Source: an optimization exercise on an open RTL-to-GDS flow (aim: small area). Production flows keep margins and buffers that such runs may drop.
At most, simulation tests tie the RTL to the original design; equivalence was not proved.
Power figures rest on the tool's default switching activity, not on a simulated workload.

Setup of rev 12:
// requant
module requant (
	clk,
	ce,
	rst,
	data_in,
	sync_in,
	gain,
	data_out,
	sync_out,
	addr,
	ovfl
);
	input wire clk;
	input wire ce;
	input wire rst;
	input wire [35:0] data_in;
	input wire sync_in;
	input wire [10:0] gain;
	output wire [15:0] data_out;
	output wire sync_out;
	output reg [10:0] addr;
	output wire ovfl;
	wire [10:0] g = gain;
	wire [10:0] gn = ~gain;
	wire [10:0] o2, o4, o8, gor;
	assign o2 = {g[10:1] | g[9:0], g[0]};
	assign o4 = {o2[10:2] | o2[8:0], o2[1:0]};
	assign o8 = {o4[10:4] | o4[6:0], o4[3:0]};
	assign gor = {o8[10:8] | o8[2:0], o8[7:0]};
	wire gnz = gor[10];
	wire [10:0] gm1 = g ^ ~{gor[9:0], 1'b0};           
	wire re_s = data_in[35];
	wire [16:0] re_an = ~(data_in[34:18] ^ {17{re_s}});    
	wire [16:0] re_a = ~re_an;
	wire [10:0] re_c = gm1 & {11{re_s & gnz}};
	wire [16:0] re_po;    
	assign re_po[16] = re_a[16];
	assign re_po[15] = re_po[16] | re_a[15];
  ...
Size in the first run: ~92 flip-flops, ~80 I/O pins, about 0.011 sq mm of cells after synthesis.
Settings: LEC_CHECK=0, CAP_MARGIN=20, CORE_MARGIN=2, CORE_UTILIZATION=65, CTS_BUF_LIST=sky130_fd_sc_hd__clkbuf_8, GPL_TIMING_DRIVEN=0, PLACE_DENSITY=0.75, SLEW_MARGIN=20, SYNTH_HIERARCHICAL=1, SYNTH_MINIMUM_KEEP_SIZE=0; clock period 7.0 ns.
standard.sh (not shown) runs the stock make flow with config.mk's settings and CLKGATE_MAP_FILE= SYNTH_SCRIPT=/design/flow/synth_recipe.tcl, a recipe that flattens the netlist after the stock synthesis.
==> flow/flow/run.sh <==
#!/bin/bash
# Standard ORFS layout, with plain buf_1 cells as the port buffers.
set -euo pipefail
bash standard.sh "BUFFER_PORTS_ARGS=-buffer_cell sky130_fd_sc_hd__buf_1" finish > make_finish.log 2>&1
Rev 12 did not stop at any stage, and its layout met the timing, DRC and antenna checks.
Modified inputs, rev 13 compared to rev 12
Settings: PLACE_DENSITY now 0.88, was 0.75; CORE_UTILIZATION now 80, was 65.
### Flow results
Rev 13 did not stop at any stage, and its layout met the timing, DRC and antenna checks.
Looking at part of the cycle the worst path needs across rev 12 and rev 13, the one that comes out lower is rev 12.
Between rev 12 and rev 13, utilization after layout is lower for rev 12, rev 13 comes in above that.
[rev 13] cell leakage power rose 0.44% relative to rev 12
Any difference in final standard cell area without fillers between rev 12 and rev 13 is small enough to ignore.
Sort rev 12 and rev 13 by met3 track demand over resource in global routing, descending, and rev 13 comes first.
Comparing rev 12 and rev 13, the lower growth of design area from synthesis to finish was measured on rev 13.
Final total power ended up about 3.2% higher on rev 13 than on rev 12.

---

requant, a different RTL version from the one above (not shown whole).
For scale: ~970 cells after synthesis, roughly 92 flip-flops, about 80 I/O pins.
==> flow/design.v (excerpt) <==
module requant (
	clk,
	ce,
	rst,
	data_in,
	sync_in,
	gain,
	data_out,
	sync_out,
	addr,
	ovfl
);
clock: 7.0 ns
lec_check: 0
cap_margin: 20
core_margin: 2
core_utilization: 40
cts_buf_list: sky130_fd_sc_hd__clkbuf_8
gpl_timing_driven: 0
slew_margin: 20
synth_hierarchical: 1
synth_minimum_keep_size: 0
Scripts as last shown in full above: flow/flow/run.sh
==> next run, changes <==
Settings changed: CTS_BUF_LIST sky130_fd_sc_hd__clkbuf_8 to not set.
Result: Synthesized area stays the same; count of clock-buffer cells in the layout went up by 1; utilization is higher by 0.47 points; global-route usage came out higher by 0.13 points.
==> next run, changes <==
Settings changed: ABC_AREA set to 1.
Worst hold slack hardly moves.
Non-clock buffer count fell by 3.
Maximum frequency rose by 1.1%.
Clock power fell by about 1%.
No run of this note included a check of the RTL's function; only the layout flow was run.

---

== build 91 ==
Another version of the RTL of requant (not shown whole).
Size: roughly 94 flip-flops, roughly 80 I/O pins, ~11000 sq um of cells after synthesis.
clock: 7.0 ns
lec_check: 0
cap_margin: 20
core_margin: 2
core_utilization: 65
cts_buf_list: sky130_fd_sc_hd__clkbuf_4 sky130_fd_sc_hd__clkbuf_8
gpl_timing_driven: 0
place_density: 0.75
slew_margin: 20
synth_hierarchical: 1
synth_minimum_keep_size: 0
Scripts as last shown in full above: flow/flow/run.sh
Setup changes, build 91 to build 65
--- a/flow/config.mk
+++ b/flow/config.mk
@@ -6,8 +6,9 @@
 export NUM_CORES = 4
 export LEC_CHECK = 0
+export ABC_AREA = 1
 export CAP_MARGIN = 20
 export CORE_MARGIN = 2
 export CORE_UTILIZATION = 65
-export CTS_BUF_LIST = sky130_fd_sc_hd__clkbuf_4 sky130_fd_sc_hd__clkbuf_8
+export CTS_BUF_LIST = sky130_fd_sc_hd__clkbuf_8
 export GPL_TIMING_DRIVEN = 0
 export PLACE_DENSITY = 0.75
Notes after the runs:
Diff build 91..build 65 | proportion of cell area spent on the clock network | negligible
The lower final critical path time including I/O delays and setup came out of build 91.
On clock buffer count in the final layout: build 65 sits below build 91.
Taking build 91 over build 65, the synthesized cell count ratio works out to 0.863.
Diff build 91 -> build 65: number of iterations in the first detailed-routing pass went down; compound-gate portion of the synthesized area went down.
Total met3 wirelength after detailed routing ends up lower on build 65.
In the metrics for build 91 and build 65, the one carrying the higher worst path arrival time is build 65.
The following lists how build 63 was set up differently from build 65:
==> flow/flow/run.sh <==
#!/bin/bash
# Standard ORFS layout, with plain buf_1 cells as the port buffers and a clock
# tree of clkbuf_8 cells without dummy loads; synthesis buffers are removed at floorplanning.
set -euo pipefail
bash standard.sh "BUFFER_PORTS_ARGS=-buffer_cell sky130_fd_sc_hd__buf_1" \
  "CTS_ARGS=-sink_clustering_enable -repair_clock_nets -buf_list sky130_fd_sc_hd__clkbuf_8 -dont_use_dummy_load" \
  REMOVE_ABC_BUFFERS=1 finish > make_finish.log 2>&1
--- a/flow/config.mk
+++ b/flow/config.mk
@@ -6,12 +6,10 @@
 export NUM_CORES = 4
 export LEC_CHECK = 0
-export ABC_AREA = 1
-export CAP_MARGIN = 20
+export CAP_MARGIN = 0
 export CORE_MARGIN = 2
 export CORE_UTILIZATION = 65
-export CTS_BUF_LIST = sky130_fd_sc_hd__clkbuf_8
 export GPL_TIMING_DRIVEN = 0
 export PLACE_DENSITY = 0.75
-export SLEW_MARGIN = 20
+export SLEW_MARGIN = 0
 export SYNTH_HIERARCHICAL = 1
 export SYNTH_MINIMUM_KEEP_SIZE = 0
--- outcome ---
- Build 63 reports a higher post-detailed-route wirelength per cell than build 65 does.
- Build 63 against build 65; pin count of the biggest net entering global routing is up by a little under 10%.
- Build 65 → build 63: clock network power fell by 14%; global-route usage fell by 0.43 points.
- Relative to build 65, the detailed-route wire length of build 63 is lower by about 4%.
- Changes observed in build 63 relative to build 65: share of the final layout cell area in multi-input gates up 2.4 points, number of placed instances, taps included down about 12%, hold slack down 0.0045 ns, share of layout cells above drive strength 1 down 1.7 points, sequential share of power up 0.6 points.
[inputs] build 19 vs build 63
==> flow/flow/run.sh <==
#!/bin/bash
# Standard ORFS layout, with plain buf_1 cells as the port buffers and a clock
# tree of clkbuf_8 cells without dummy loads.
set -euo pipefail
bash standard.sh "BUFFER_PORTS_ARGS=-buffer_cell sky130_fd_sc_hd__buf_1" \
  "CTS_ARGS=-sink_clustering_enable -repair_clock_nets -buf_list sky130_fd_sc_hd__clkbuf_8 -dont_use_dummy_load" \
  finish > make_finish.log 2>&1
==> notes.md <==
Clock skew on build 19 is behind build 63.
Re total setup buffers inserted after CTS: no difference whatsoever between build 63 and build 19.
Delta (build 19 minus build 63): wire length climbed 1.5%, layout-stage area growth over the synthesis result +0.52 points, data arrival at the endpoint of the critical path moved up.
### build 19 -> build 85
==> flow/flow/run.sh <==
#!/bin/bash
# Standard ORFS layout, with plain buf_1 cells as the port buffers.
set -euo pipefail
bash standard.sh "BUFFER_PORTS_ARGS=-buffer_cell sky130_fd_sc_hd__buf_1" finish > make_finish.log 2>&1
--- a/flow/config.mk
+++ b/flow/config.mk
@@ -6,10 +6,11 @@
 export NUM_CORES = 4
 export LEC_CHECK = 0
-export CAP_MARGIN = 0
+export CAP_MARGIN = 5
 export CORE_MARGIN = 2
 export CORE_UTILIZATION = 65
+export CTS_BUF_LIST = sky130_fd_sc_hd__clkbuf_8
 export GPL_TIMING_DRIVEN = 0
 export PLACE_DENSITY = 0.75
-export SLEW_MARGIN = 0
+export SLEW_MARGIN = 5
 export SYNTH_HIERARCHICAL = 1
 export SYNTH_MINIMUM_KEEP_SIZE = 0
Notes after the runs:
On worst IR drop on VDD, build 85 and build 19 are neck and neck. Between build 19 and build 85, the flow reports switching component of the power increasing slightly. Build 85 — total detailed-routing wirelength 0.67% higher, build 19 as reference.
Relative to build 85, the following input files were edited for build 34:
==> flow/flow/run.sh <==
#!/bin/bash
# Standard ORFS layout, with plain buf_1 cells as the port buffers and
# power recovery (downsizing of gates off the critical paths) after global routing.
set -euo pipefail
bash standard.sh "BUFFER_PORTS_ARGS=-buffer_cell sky130_fd_sc_hd__buf_1" RECOVER_POWER=100 finish > make_finish.log 2>&1
--- a/flow/config.mk
+++ b/flow/config.mk
@@ -6,5 +6,5 @@
 export NUM_CORES = 4
 export LEC_CHECK = 0
-export CAP_MARGIN = 5
+export CAP_MARGIN = 20
 export CORE_MARGIN = 2
 export CORE_UTILIZATION = 65
@@ -12,5 +12,5 @@
 export GPL_TIMING_DRIVEN = 0
 export PLACE_DENSITY = 0.75
-export SLEW_MARGIN = 5
+export SLEW_MARGIN = 20
 export SYNTH_HIERARCHICAL = 1
 export SYNTH_MINIMUM_KEEP_SIZE = 0
Notes after the runs:
Summary — via count, build 34 relative to build 85: higher, by 30. Between build 85 and build 34, the slack of the worst reg-to-reg path figures differ only marginally. The synthesized cell count on build 85 is in line with that on build 34. Between build 85 and build 34, the difference in total detailed-routing wirelength is negligible. Changes observed in build 34 relative to build 85: clock network contribution to total cell area moved down, proportion of power drawn by flip-flops and latches +0.2 points. Build 85 consumes more power than build 34. Of build 85 and build 34, only build 85 finishes the flow clean. Build 34: all stages done; final checks FAILED (capacitance limit, slew limit). Build 85 and build 34 ended up with nearly the same wire length on met2. Cell count, build 34 vs build 85: up slightly.

==> afterwards: timing with drivers on the ports <==
No port has a modelled driver above. Below, the same layouts with a new extraction and two added sets of constraints.
Step 1: set_driving_cell puts a clkbuf_16 on clk and a buf_2 on each other input, an assumption about the parent block.
Step 2 also shifts input and output timing later by t, the mid clock arrival at the registers, as if the neighbouring blocks saw the same clock.
Slacks: no drivers / after step 1 / after step 2; pairs: no drivers / after step 1.
run	t, ns	setup WS [ns]	hold WS [ns]	latest minus earliest clock arrival (ns)
rev 12	0.377	0.141 / 0.154 / -0.223	0.331 / 0.331 / 0.331	0.011 / 0.011
rev 13	0.389	0.125 / 0.130 / -0.259	0.334 / 0.334 / 0.334	0.011 / 0.011
the first run of note 2	0.398	0.137 / 0.144 / -0.254	0.335 / 0.335 / 0.335	0.014 / 0.014
the second run of note 2	0.385	0.181 / 0.196 / -0.189	0.328 / 0.328 / 0.328	0.010 / 0.010
the third run of note 2	0.368	0.253 / 0.271 / -0.097	0.327 / 0.327 / 0.327	0.014 / 0.014
build 91	0.382	0.354 / 0.367 / -0.015	0.331 / 0.331 / 0.331	0.016 / 0.016
build 65	0.374	0.237 / 0.245 / -0.129	0.334 / 0.334 / 0.334	0.014 / 0.014
build 63	0.375	0.343 / 0.353 / -0.022	0.330 / 0.330 / 0.330	0.021 / 0.020
build 19	0.362	0.309 / 0.295 / -0.068	0.331 / 0.331 / 0.331	0.024 / 0.025
build 85	0.378	0.305 / 0.319 / -0.059	0.332 / 0.332 / 0.332	0.012 / 0.012
build 34	0.382	0.352 / 0.365 / -0.017	0.331 / 0.331 / 0.331	0.016 / 0.015
The setup slack of the first run of note 2, which loses most, moves by +0.007 ns with the drivers and by -0.391 ns with both steps.
